This design comes from an exercise in tuning for small area on the open sky130 flow, not from production work. At most, simulation tests tie the RTL to the original design; equivalence was not proved. The clock port is modelled as an ideal driver, which makes a skipped or thinned clock tree look cheaper than it is; a real chip needs a root buffer or a tree.

Design uart, start of the top module:
module uart(txd,rxd,sysclk,reset);
output reg txd;
input rxd;
input sysclk,reset;
reg [1:0] ba; reg [2:0] bb; reg [4:0] bk;
always @(posedge sysclk)
  if (reset) begin ba <= 2'd0; bb <= 3'd0; bk <= 5'd0; end
  else begin
    ba <= {~ba[0], ba[1]^ba[0]};
    bb <= {~bb[1:0], bb[2]^bb[0]};
    bk <= {~bk[3:0], bk[4]^bk[1]};
  end
wire tick = (ba == 2'd2) && (bb == 3'd1) && (bk == 5'd9);
reg [3:0] rh, rl;
wire ridle = (rh == 4'd11);
always @(posedge sysclk)
  if (tick) rl <= (ridle && ~rxd) ? 4'd15 : rl + 4'd1;
always @(posedge sysclk)
  if (reset) rh <= 4'd11;
  else if (tick) begin
    if (ridle) begin
      if (~rxd) rh <= 4'd0;
    end else if (rl == 4'd15) rh <= rh + 4'd1;
  end
reg [7:0] rx;
integer i;
always @(posedge sysclk)
  for (i = 0; i < 8; i = i + 1)
    if (tick && rl == 4'd7 && rh == i + 2)
      rx[i] <= rxd;
wire rxn = (rh == 4'd10) && (rl == 4'd11 || rl == 4'd12);    
wire rxdone = (rh == 4'd10) && (rl == 4'd11);
reg [7:0] sp;
reg ready;
wire [3:0] sh = sp[7:4];
wire [3:0] sl = sp[3:0];
always @(posedge sysclk)
  if (reset) begin
    sp <= 8'ha1;
    ready <= 1'b0;
  end else if (tick) begin
    if (sp == 8'ha1) begin
      if (ready) sp <= 8'hfd;
    end else if (sp == 8'hfd && rxn) sp <= 8'hfc;
    else if (sp != 8'hfc) sp <= sp + 8'd1;
    if (rxn) ready <= 1'b1;
    else if (sp == 8'hfd) ready <= 1'b0;
  end
reg [6:0] tb;
always @(posedge sysclk)
  for (i = 0; i < 7; i = i + 1)
    if (tick && ((rxdone && !(sp == 8'hff || sh <= i)) || (sl == 4'd0 && sh == i + 1)))
      tb[i] <= rx[i] ^ rx[7];
reg bitv;
always @(*)
  case (sh)
    4'd0:  bitv = 1'b0;
    4'd1:  bitv = tb[0];
    4'd2:  bitv = tb[1];
    4'd3:  bitv = tb[2];
    4'd4:  bitv = tb[3];
    4'd5:  bitv = tb[4];
    4'd6:  bitv = tb[5];
    4'd7:  bitv = tb[6];
  ...
==> module uart, before the edit <==
module uart(txd,rxd,sysclk,reset);
output reg txd;
input rxd;
input sysclk,reset;
reg [1:0] ba; reg [2:0] bb; reg [4:0] bk;
always @(posedge sysclk)
  if (reset) begin ba <= 2'd0; bb <= 3'd0; bk <= 5'd0; end
  else begin
    ba <= {~ba[0], ba[1]^ba[0]};
    bb <= {~bb[1:0], bb[2]^bb[0]};
    bk <= {~bk[3:0], bk[4]^bk[1]};
  end
wire tick = (ba == 2'd2) && (bb == 3'd1) && (bk == 5'd9);
reg [3:0] rh, rl;
wire ridle = (rh == 4'd11);
always @(posedge sysclk)
  if (tick) rl <= (ridle && ~rxd) ? 4'd15 : rl + 4'd1;
always @(posedge sysclk)
  if (reset) rh <= 4'd11;
  else if (tick) begin
    if (ridle) begin
      if (~rxd) rh <= 4'd0;
    end else if (rl == 4'd15) rh <= rh + 4'd1;
  end
reg [7:0] rx;
integer i;
always @(posedge sysclk)
  for (i = 0; i < 8; i = i + 1)
    if (tick && rl == 4'd7 && rh == i + 2)
      rx[i] <= rxd;
wire rxn = (rh == 4'd10) && (rl == 4'd11 || rl == 4'd12);    
wire rxdone = (rh == 4'd10) && (rl == 4'd11);
reg [7:0] sp;
reg ready;
wire [3:0] sh = sp[7:4];
wire [3:0] sl = sp[3:0];
always @(posedge sysclk)
  if (reset) begin
    sp <= 8'ha1;
    ready <= 1'b0;
  end else if (tick) begin
    if (sp == 8'ha1) begin
      if (ready) sp <= 8'hfd;
    end else if (sp == 8'hfd && rxn) sp <= 8'hfc;
    else if (sp != 8'hfc) sp <= sp + 8'd1;
    if (rxn) ready <= 1'b1;
    else if (sp == 8'hfd) ready <= 1'b0;
  end
reg [6:0] tb;
always @(posedge sysclk)
  for (i = 0; i < 7; i = i + 1)
    if (tick && ((rxdone && !(sp == 8'hff || sh <= i)) || (sl == 4'd0 && sh == i + 1)))
      tb[i] <= rx[i] ^ rx[7];
reg bitv;
always @(*)
  case (sh)
    4'd0:  bitv = 1'b0;
    4'd1:  bitv = tb[0];
    4'd2:  bitv = tb[1];
    4'd3:  bitv = tb[2];
    4'd4:  bitv = tb[3];
    4'd5:  bitv = tb[4];
    4'd6:  bitv = tb[5];
    4'd7:  bitv = tb[6];
    4'd8:  bitv = 1'b0;
    default: bitv = 1'b1;
  endcase
always @(posedge sysclk)
  if (reset) txd <= 1'b1;
  else if (tick && sl == 4'd0 && sh <= 4'd9)
    txd <= bitv;
endmodule
==> flow/config.mk <==
export PLATFORM = sky130hd
export DESIGN_NAME = uart
export DESIGN_NICKNAME = uart
export VERILOG_FILES = /design/flow/design.v
export SDC_FILE = /design/flow/constraint.sdc
export NUM_CORES = 4
export LEC_CHECK = 0
export CAP_MARGIN = 20
export CORE_MARGIN = 2
export CORE_UTILIZATION = 40
export SLEW_MARGIN = 20
==> flow/constraint.sdc <==
create_clock -name core_clock -period 10.0 [get_ports {sysclk}]
set_input_delay 2.0000 -clock core_clock [delete_from_list [all_inputs] [get_ports {sysclk}]]
set_output_delay 2.0000 -clock core_clock [all_outputs]
set_load 0.01 [all_outputs]
standard.sh (not shown) runs the stock make flow with config.mk's settings and CLKGATE_MAP_FILE= SYNTH_SCRIPT=/design/flow/synth_recipe.tcl, a recipe that flattens the netlist after the stock synthesis.
==> flow/flow/run.sh <==
#!/bin/bash
# Layout flow: the standard flow, with these changes:
#  1. the combinational logic of the standard synthesis is re-mapped with
#     several area-oriented ABC scripts (some with SAT-based AIG resynthesis,
#     &deepsyn), in parallel, starting both from the standard netlist and
#     from the same synthesis run with ORFS's area-oriented ABC script; the
#     smallest result proven equivalent to the standard netlist is used
#     (flip-flops untouched: same instances, names and cell types);
#  3. everything else is standard.sh unchanged.
# Each tool's output goes to a log file of its own in this folder.
set -euo pipefail
W=$(pwd)
F=$W/flow
R=$W/orfs/results/$FLOW_PLATFORM/uart/base
LIB=$FLOW_HOME/platforms/$FLOW_PLATFORM/lib/sky130_fd_sc_hd__tt_025C_1v80.lib
JOBS=${NUM_CORES:-4}

bash standard.sh synth > synth.log 2>&1
cp $R/1_2_yosys.v $W/std_netlist.v

# The same synthesis with ORFS's area-oriented ABC script, in a folder of its own.
sed -e "s#WORK_HOME=$W/orfs #WORK_HOME=$W/orfs_area ABC_AREA=1 #" standard.sh > standard_area.sh
if bash standard_area.sh synth > synth_area.log 2>&1; then
  cp $W/orfs_area/results/$FLOW_PLATFORM/uart/base/1_2_yosys.v $W/area_netlist.v
else
  cp $W/std_netlist.v $W/area_netlist.v
fi

mkdir -p $W/remap
run_remap() {
  local name=$1 in=$2 scripts=$3
  mkdir -p $W/remap/$name.d
  (cd $W/remap/$name.d && REMAP_LIB=$LIB REMAP_IN=$in REMAP_OUT=$W/remap/$name.v \
    REMAP_TOP=$FLOW_TOP REMAP_SCRIPTS=$scripts timeout 900 yosys -c $F/remap.tcl > $W/remap/$name.log 2>&1) || true
}
classic=$F/t5.script,$F/u4.script,$F/w3.script,$F/w4.script,$F/s1.script,$F/t10.script,$F/a2.script
jobs=("classic_std|$W/std_netlist.v|$classic" "classic_area|$W/area_netlist.v|$classic")
for s in $F/ds*.script; do
  b=$(basename $s .script)
  jobs+=("${b}_std|$W/std_netlist.v|$s" "${b}_area|$W/area_netlist.v|$s")
done
n=0
for job in "${jobs[@]}"; do
  IFS='|' read -r name in scripts <<< "$job"
  run_remap $name $in $scripts &
  n=$((n + 1))
  if [ $n -ge $JOBS ]; then wait -n || true; n=$((n - 1)); fi
done
wait

# Candidates from smallest to largest area; use the first one proven equivalent.
for st in $(ls $W/remap/*.v.stat 2> /dev/null); do
  a=$(awk '/Chip area for module/ {print $NF}' $st)
  [ -n "$a" ] && echo "$a ${st%.stat}"
done | sort -n > $W/remap/candidates.txt
cat $W/remap/candidates.txt > remap.log
used=std
mkdir -p $W/eq
while read -r a v; do
  cp $W/std_netlist.v $W/eq/gold.v
  sed -E 's/\b_([0-9]+)_\b/_g\1_/g' $v > $W/eq/gate.v
  sed -e "s#LIB#$LIB#" -e "s#TOP#$FLOW_TOP#" $F/equiv.ys > $W/eq/equiv.ys
  if (cd $W/eq && timeout 900 yosys -q equiv.ys) >> equiv.log 2>&1; then
    echo "$v ($a) proven equivalent; using it" >> equiv.log
    cp $v $R/1_2_yosys.v
    used=$v
    break
  else
    echo "$v ($a) not proven equivalent" >> equiv.log
  fi
done < $W/remap/candidates.txt
echo "netlist used: $used" >> equiv.log
if [ "$used" != std ]; then
  bash standard.sh synth > synth_odb.log 2>&1
fi

export BUFFER_PORTS_ARGS="-buffer_cell sky130_fd_sc_hd__buf_1"
export CTS_ARGS="-sink_clustering_enable -repair_clock_nets -dont_use_dummy_load"
export FLOW_CLOCK_PORT=sysclk
export POST_CTS_TCL=$F/post_cts.tcl
bash standard.sh > layout.log 2>&1
Other scripts of this flow, unchanged in this note and not shown: flow/flow/a2.script, flow/flow/ds1.script, flow/flow/ds2.script, flow/flow/ds3.script, flow/flow/ds4.script, flow/flow/ds5.script, flow/flow/ds6.script, flow/flow/ds7.script, flow/flow/ds8.script, flow/flow/equiv.ys, flow/flow/post_cts.tcl, flow/flow/remap.tcl, flow/flow/s1.script, flow/flow/t10.script, flow/flow/t5.script, flow/flow/u4.script, flow/flow/w3.script, flow/flow/w4.script
Edit:
==> flow/design.v (replaced) <==
module uart(txd,rxd,sysclk,reset);
output reg txd;
input rxd;
input sysclk,reset;
reg [1:0] ba; reg [2:0] bb; reg [4:0] bk;
always @(posedge sysclk)
  if (reset) begin ba <= 2'd0; bb <= 3'd0; bk <= 5'd0; end
  else begin
    ba <= {~ba[0], ba[1]^ba[0]};
    bb <= {~bb[1:0], bb[2]^bb[0]};
    bk <= {~bk[3:0], bk[4]^bk[1]};
  end
wire tick = (ba == 2'd2) && (bb == 3'd1) && (bk == 5'd9);
reg [3:0] rh, rl;
wire ridle = (rh == 4'd15);
always @(posedge sysclk)
  if (tick) rl <= (ridle && ~rxd) ? 4'd0 : rl + 4'd1;
always @(posedge sysclk)
  if (reset) rh <= 4'd15;
  else if (tick) begin
    if (ridle) begin
      if (~rxd) rh <= 4'd0;
    end else if (rh == 4'd10) rh <= 4'd15;    
    else if (rl == 4'd15) rh <= rh + 4'd1;
  end
reg [7:0] rx;
integer i;
always @(posedge sysclk)
  for (i = 0; i < 8; i = i + 1)
    if (tick && rl == 4'd8 && rh == i + 1)
      rx[i] <= rxd;
wire rxn = (rh == 4'd9) && (rl[3:1] == 3'd6);    
wire rxdone = (rh == 4'd9) && (rl == 4'd12);
reg [7:0] sp;
reg ready;
wire [3:0] sh = sp[7:4];
wire [3:0] sl = sp[3:0];
always @(posedge sysclk)
  if (reset) begin
    sp <= 8'ha1;
    ready <= 1'b0;
  end else if (tick) begin
    if (sp == 8'ha4) sp <= 8'h00;
    else if (sp == 8'ha2 && rxn) sp <= 8'ha6;
    else if (!(sp == 8'ha6 || (sp == 8'ha1 && !ready))) sp <= sp + 8'd1;
    if (rxn) ready <= 1'b1;
    else if (sp == 8'ha2) ready <= 1'b0;
  end
reg [6:0] tb;
always @(posedge sysclk)
  for (i = 0; i < 7; i = i + 1)
    if (tick && ((rxdone && !(sp == 8'ha4 || sh <= i)) || (sl == 4'd0 && sh == i + 1)))
      tb[i] <= rx[i] ^ rx[7];
reg bitv;
always @(*)
  case (sh)
    4'd0:  bitv = 1'b0;
    4'd1:  bitv = tb[0];
    4'd2:  bitv = tb[1];
    4'd3:  bitv = tb[2];
    4'd4:  bitv = tb[3];
    4'd5:  bitv = tb[4];
    4'd6:  bitv = tb[5];
    4'd7:  bitv = tb[6];
    4'd8:  bitv = 1'b0;
    default: bitv = 1'b1;
  endcase
always @(posedge sysclk)
  if (reset) txd <= 1'b1;
  else if (tick && sl == 4'd0 && sh <= 4'd9)
    txd <= bitv;
endmodule
Sequential cell count does not change.
Global-route usage decreases by 0.66 points.
Non-clock buffer count goes down by 1.
Setup slack gets worse by 0.25 ns.
Final area fell by 2.0%.
For the first run of this note, only the layout was checked, not whether the RTL still works.

what the ideal ports hide:
No port has a modelled driver above. Below, the same layouts with a new extraction and two added sets of constraints.
Step 1, drivers: a clkbuf_16 drives sysclk and a buf_2 each remaining input, both assumed.
Step 2 times the ports against the registers' clock, not the clock port: input delays grow and output delays shrink by t, the midpoint of the rising clock arrivals with the driver on.
Three values: ideal, step 1, step 2; two values: the first two.
run	t, ns	slack for setup (ns)	pins driven straight from the clock port
the first run	0.191	6.691 / 6.722 / 6.532	4
the second run	0.193	6.442 / 6.463 / 6.270	4
After both steps every run listed still meets setup and hold. For the second run, which loses most, drivers alone change the setup slack by +0.021 ns; drivers and shift together by -0.172 ns.
